Context: an optimization exercise on an open-source flow, tuned for small area and a short achievable clock period. The choices shown serve that exercise and are no tape-out recipe. Only simulation tests tie the RTL to the original design; equivalence was not proved.

## job 9084
==> flow/design.v (excerpt) <==
module axis_eth_fcs
(
    input  wire        clk,
    input  wire        rst,
    input  wire [127:0]  input_axis_tdata,
    input  wire [15:0]   input_axis_tstrb,
    input  wire          input_axis_tvalid,
    output wire          input_axis_tready,
    input  wire          input_axis_tlast,
    output wire [31:0] output_fcs,
    output wire        output_fcs_valid
);
clock: 16.0 ns
lec_check: 0
cap_margin: 20
core_margin: 2
core_utilization: 40
setup_slack_margin: 0.3
slew_margin: 20
standard.sh (not shown) runs the stock make flow with config.mk's settings and CLKGATE_MAP_FILE= SYNTH_SCRIPT=/design/flow/synth_recipe.tcl, a recipe that flattens the netlist after the stock synthesis.
==> flow/flow/run.sh <==
#!/bin/bash
set -euo pipefail
cd "$(dirname "$0")/.."
if [[ -f flow/extra.mk ]]; then cat flow/extra.mk >> config.mk; fi
mapfile -t ARGS < <(grep -v '^\s*$' flow/args.txt)
bash standard.sh synth > flow_synth.log 2>&1
bash standard.sh "${ARGS[@]}" finish > flow_finish.log 2>&1
==> flow/flow/args.txt <==
SETUP_SLACK_MARGIN=9.25
BUFFER_PORTS_ARGS=-buffer_cell sky130_fd_sc_hd__buf_2
==> flow/flow/extra.mk <==
export DONT_USE_CELLS += sky130_fd_sc_hd__xor3_1 sky130_fd_sc_hd__xor3_2 sky130_fd_sc_hd__xor3_4 sky130_fd_sc_hd__xnor3_1 sky130_fd_sc_hd__xnor3_2 sky130_fd_sc_hd__xnor3_4
For job 5239, these inputs were changed with respect to job 9084:
--- a/flow/flow/run.sh
+++ b/flow/flow/run.sh
@@ -5,3 +5,8 @@
 mapfile -t ARGS < <(grep -v '^\s*$' flow/args.txt)
 bash standard.sh synth > flow_synth.log 2>&1
+RES=orfs/results/${FLOW_PLATFORM}/axis_eth_fcs/base
+cp $RES/1_2_yosys.v flow_1_2_yosys_standard.v
+LIB=$(ls ${FLOW_HOME}/platforms/${FLOW_PLATFORM}/lib/sky130_fd_sc_hd__tt_025C_1v80.lib)
+python3 flow/downsize.py $RES/1_2_yosys.v $LIB > flow_downsize.log 2>&1
+touch $RES/1_2_yosys.v
 bash standard.sh "${ARGS[@]}" finish > flow_finish.log 2>&1
==> flow/flow/args.txt <==
SETUP_SLACK_MARGIN=9.0
BUFFER_PORTS_ARGS=-buffer_cell sky130_fd_sc_hd__buf_2
==> flow/flow/downsize.py (new file) <==
#!/usr/bin/env python3
"""Set every combinational cell of a synthesized netlist to its smallest
drive strength (_1, or _0 where the platform has no _1 ... as listed in the
liberty file); flip-flops keep their cells. The timing repair later sizes up
what the constraints need."""
import re, sys
net, lib = sys.argv[1], sys.argv[2]
cells = set(re.findall(r'^\s*cell\s*\(\s*"?(sky130_fd_sc_hd__\w+?)"?\s*\)', open(lib).read(), re.M))
dont = set(sys.argv[3:])
def smallest(name):
    m = re.match(r'(sky130_fd_sc_hd__[a-z0-9]+?)_(\d+)$', name)
    if not m:
        return name
    base = m.group(1)
    if re.match(r'sky130_fd_sc_hd__(e?df|sdf|dl|conb|tap|fill|decap|clk)', base):
        return name
    for d in ("1", "0"):
        cand = "%s_%s" % (base, d)
        if cand in cells and cand not in dont:
            if int(d) < int(m.group(2)):
                return cand
            return name
    return name
src = open(net).read()
n = [0]
def sub(mo):
    new = smallest(mo.group(1))
    if new != mo.group(1):
        n[0] += 1
    return new + mo.group(2)
out = re.sub(r'\b(sky130_fd_sc_hd__\w+)(\s+[\\\w])', sub, src)
open(net, "w").write(out)
print("downsized", n[0], "cells")
## What came out
Cmp job 5239 vs job 9084: wire length of the first global-routing pass lower in job 5239. Max number of buffer and inverter instances along the worst setup path across job 5239 and job 9084: job 5239. NOTE die height job 9084->job 5239 decreased by a few percent. Job 5239 against job 9084: routed wire length dropped 1.9%, placeable core region dropped 4.6%, cell area dropped 990 µm². Compared with job 9084, job 5239 shows wire length per cell after detailed routing that has gone down slightly. From job 5239 to job 9084, sequential standard cell area did not move at all.
## Diff of input files: job 3584 against job 5239
==> flow/flow/run.sh <==
#!/bin/bash
set -euo pipefail
cd "$(dirname "$0")/.."
if [[ -f flow/extra.mk ]]; then cat flow/extra.mk >> config.mk; fi
mapfile -t ARGS < <(grep -v '^\s*$' flow/args.txt)
bash standard.sh synth > flow_synth.log 2>&1
bash standard.sh "${ARGS[@]}" finish > flow_finish.log 2>&1
==> flow/flow/args.txt <==
SETUP_SLACK_MARGIN=9.75
BUFFER_PORTS_ARGS=-buffer_cell sky130_fd_sc_hd__buf_2
removed: flow/flow/downsize.py
## What came out
Going from job 5239 to job 3584, clock period minus final worst setup slack decreased 740 ps, final area increased 0.0034 mm², largest stage delay on the critical path decreased 460 ps, number of clock sinks essentially unchanged, sum of met3 wire segment lengths after detailed routing increased 450 µm.
Compared with job 5239, job 3584 improves setup slack.
Final cell count: job 3584 and job 5239 compared, higher one is job 3584
A master of the slowest instance on the critical path of sky130_fd_sc_hd__a22o_1 is what job 3584 shows, while sky130_fd_sc_hd__xnor2_1 belongs to job 5239.
The run showing the smaller aggregate routed wire length is job 5239.
Inputs modified between job 3584 and job 8359:
==> flow/flow/args.txt <==
SETUP_SLACK_MARGIN=9.25
BUFFER_PORTS_ARGS=-buffer_cell sky130_fd_sc_hd__buf_1
==> notes.md <==
Job 8359 vs job 3584: total wire length after detailed routing down. [compare] base=job 3584 new=job 8359: proportion of cell area occupied by registers has increased; critical path depth has increased; worst-case setup slack after placement has decreased. Looking at worst setup slack after layout across job 8359 and job 3584, the one that comes out higher is job 3584.

========
v18:
Another version of the RTL of axis_eth_fcs (not shown whole).
Size: about 2,000 cells after synthesis, roughly 34 flip-flops, about 18,000 sq um of cells after synthesis.
export LEC_CHECK = 0
export CAP_MARGIN = 20
export CORE_MARGIN = 2
export CORE_UTILIZATION = 40
export SETUP_SLACK_MARGIN = 0.3
export SLEW_MARGIN = 20
create_clock -name core_clock -period 16.0 [get_ports {clk}]
==> flow/flow/run.sh <==
#!/bin/bash
set -euo pipefail
cd "$(dirname "$0")/.."
mapfile -t ARGS < <(grep -v '^\s*$' flow/args.txt)
bash standard.sh synth > flow_synth.log 2>&1
bash standard.sh "${ARGS[@]}" finish > flow_finish.log 2>&1
==> flow/flow/args.txt <==
SETUP_SLACK_MARGIN=8
BUFFER_PORTS_ARGS=-buffer_cell sky130_fd_sc_hd__buf_2
What v24 does differently from v18 at the input level:
==> flow/flow/run.sh <==
#!/bin/bash
set -euo pipefail
cd "$(dirname "$0")/.."
MARGIN=$(cat flow/margin.txt)
bash standard.sh synth > flow_synth.log 2>&1
bash standard.sh SETUP_SLACK_MARGIN=$MARGIN finish > flow_finish.log 2>&1
==> flow/flow/margin.txt (new file) <==
9.5
removed: flow/flow/args.txt
--- outcome ---
v24 failed in global routing with GRT-0232. Diff v18 -> v24: total clock buffers created by CTS stayed essentially flat, number of instances resized during post-cts repair now sits higher, setup slack at placement lower, half-perimeter wire length of the detailed placement result was more or less identical. On total instance count after detailed placement, v18 tracks v24 almost exactly. Last weighted congestion value of the routability-driven placer in v24 vs v18: up about 2.5%.
Edits applied to the flow inputs when going from v24 to v32:
==> flow/flow/margin.txt <==
8
Notes after the runs:
- v32 closes out successfully: all stages finished, all timing, DRC and antenna checks passed.
- v32 vs. v24: initial core utilization comparable; clock buffer count from CTS barely changed.
- Diff v24..v32 | number of buffers inserted by port buffering | unchanged
- Comparing v24 against v32, there is no change at all in sequential cell area fraction in the yosys report.
- From v32 to v24, compound-cell area share of the yosys netlist did not move at all.
- Post-placement cell area: v32 vs v24 identical
- Reported for v32 and v24, synthesized cell count turned out identical to the last digit.
- For area after synthesis, v24 and v32 come out practically identical.
- In terms of height of the chip, v32 and v24 differ only marginally.
- v32 vs v24: post-CTS repair timing setup buffer count down
- There was hardly any difference in total nets after synthesis between v32 and v24.
> inputs changed (v32 -> v7)
==> flow/flow/run.sh <==
#!/bin/bash
set -euo pipefail
cd "$(dirname "$0")/.."
if [[ -f flow/extra.mk ]]; then cat flow/extra.mk >> config.mk; fi
mapfile -t ARGS < <(grep -v '^\s*$' flow/args.txt)
bash standard.sh synth > flow_synth.log 2>&1
bash standard.sh "${ARGS[@]}" finish > flow_finish.log 2>&1
==> flow/flow/args.txt (new file) <==
SETUP_SLACK_MARGIN=8
BUFFER_PORTS_ARGS=-buffer_cell sky130_fd_sc_hd__buf_2
==> flow/flow/extra.mk (new file) <==
export DONT_USE_CELLS += sky130_fd_sc_hd__xor3_1 sky130_fd_sc_hd__xor3_2 sky130_fd_sc_hd__xor3_4 sky130_fd_sc_hd__xnor3_1 sky130_fd_sc_hd__xnor3_2 sky130_fd_sc_hd__xnor3_4
--- a/flow/config.mk
+++ b/flow/config.mk
@@ -12 +12,2 @@
 export SLEW_MARGIN = 20
+export DONT_USE_CELLS += sky130_fd_sc_hd__xor3_1 sky130_fd_sc_hd__xor3_2 sky130_fd_sc_hd__xor3_4 sky130_fd_sc_hd__xnor3_1 sky130_fd_sc_hd__xnor3_2 sky130_fd_sc_hd__xnor3_4
removed: flow/flow/margin.txt
### Flow results
Final non-filler cell total in v7 is about 1.8% higher than in v32
The highest routed metal layer comes out met4 in one run and met5 in the other, namely in v7 and v32 respectively.
From v32 to v7 the numbers moved as follows: area growth from synthesis to layout lower, hold slack dropped 0.034 ns.
Summary of v7 over v32: number of cells after detailed placement went up 46, worst setup slack went up 0.17 ns.
The lower fraction of met3 tracks used by global routing came out of v7.
Compared with v32, v7 shows a post-route clock period utilization that is 1.0 points lower.
Input changes introduced in v21 (baseline for comparison: v7):
==> flow/run.sh (new file) <==
#!/bin/bash
# synth_recipe.tcl (not shown) runs the flow's synth.tcl, then flattens the netlist and writes it again
# the make line also repeats each setting of config.mk as NAME=value (left out here)
make -C /OpenROAD-flow-scripts/flow DESIGN_CONFIG=/design/flow/config.mk WORK_HOME=/design/flow/orfs CLKGATE_MAP_FILE= SYNTH_SCRIPT=/design/flow/synth_recipe.tcl finish
--- a/flow/config.mk
+++ b/flow/config.mk
@@ -12,2 +12 @@
 export SLEW_MARGIN = 20
-export DONT_USE_CELLS += sky130_fd_sc_hd__xor3_1 sky130_fd_sc_hd__xor3_2 sky130_fd_sc_hd__xor3_4 sky130_fd_sc_hd__xnor3_1 sky130_fd_sc_hd__xnor3_2 sky130_fd_sc_hd__xnor3_4
removed: flow/flow/run.sh
removed: flow/flow/args.txt
removed: flow/flow/extra.mk
removed: flow/standard.sh
==> notes.md <==
- When v21 is set beside v7, its count of buffering cells on the critical path with inverters included turns out to be 4 smaller.
- v21 against v7: total track usage higher, smallest hold slack +0.039 ns, multiplexer fraction of the synthesized cell area level.
- v21 falls short of v7 in minimum setup slack after placement.
- v7 → v21: die area up about 9%, synthesized cell count down about 4.3%.
- Highest metal layer with signal wires = met4: v7; highest metal layer with signal wires = met5: v21
- In the tables for v21 and v7, share of cells above drive strength 1 reads lower with v21.
- The design area of v21 exceeds that of v7 by 6.6%.
- The higher non-clock buffer count came out of v7.
- Destination of the critical timing path: crc_reg[21] -> v7, crc_reg[18] -> v21

## afterwards: timing with drivers on the ports
The flow's constraints put no driver on any port. The routed layouts listed below were extracted and timed again, unchanged, in two steps. Step 1, drivers: a clkbuf_16 drives clk and a buf_2 each remaining input, both assumed. Step 2, shift: input delay + t, output delay - t, t = (earliest + latest rising clock arrival at the registers) / 2. This alone moves slack from input paths to output paths. Three values: ideal ports, drivers, drivers and shift; two values: the first two.
run | t (ns) | slack for setup (ns) | worst setup path at the end | slew at the worst register clock pin (ns) | worst slew at a driven data input, ns
job 9084 | 0.326 | 9.288 / 9.302 / 8.976 | input to register | 0.06 / 0.06 | 0.07
job 5239 | 0.344 | 8.960 / 8.975 / 8.631 | input to register | 0.07 / 0.07 | 0.07
job 3584 | 0.331 | 9.697 / 9.713 / 9.382 | input to register | 0.06 / 0.06 | 0.15
job 8359 | 0.343 | 9.180 / 9.203 / 8.861 | input to register | 0.06 / 0.06 | 0.07
v18 | 0.303 | 7.917 / 7.922 / 7.618 | input to register | 0.06 / 0.06 | 0.07
v32 | 0.305 | 7.806 / 7.804 / 7.499 | input to register | 0.06 / 0.06 | 0.09
v7 | 0.307 | 7.973 / 7.978 / 7.670 | input to register | 0.06 / 0.06 | 0.06
v21 | 0.304 | 5.750 / 5.749 / 5.445 | input to register | 0.06 / 0.06 | 0.09
After both steps setup and hold are still met in every run listed. The setup slack of job 5239, which loses most, moves by +0.015 ns with the drivers and by -0.329 ns with both steps.
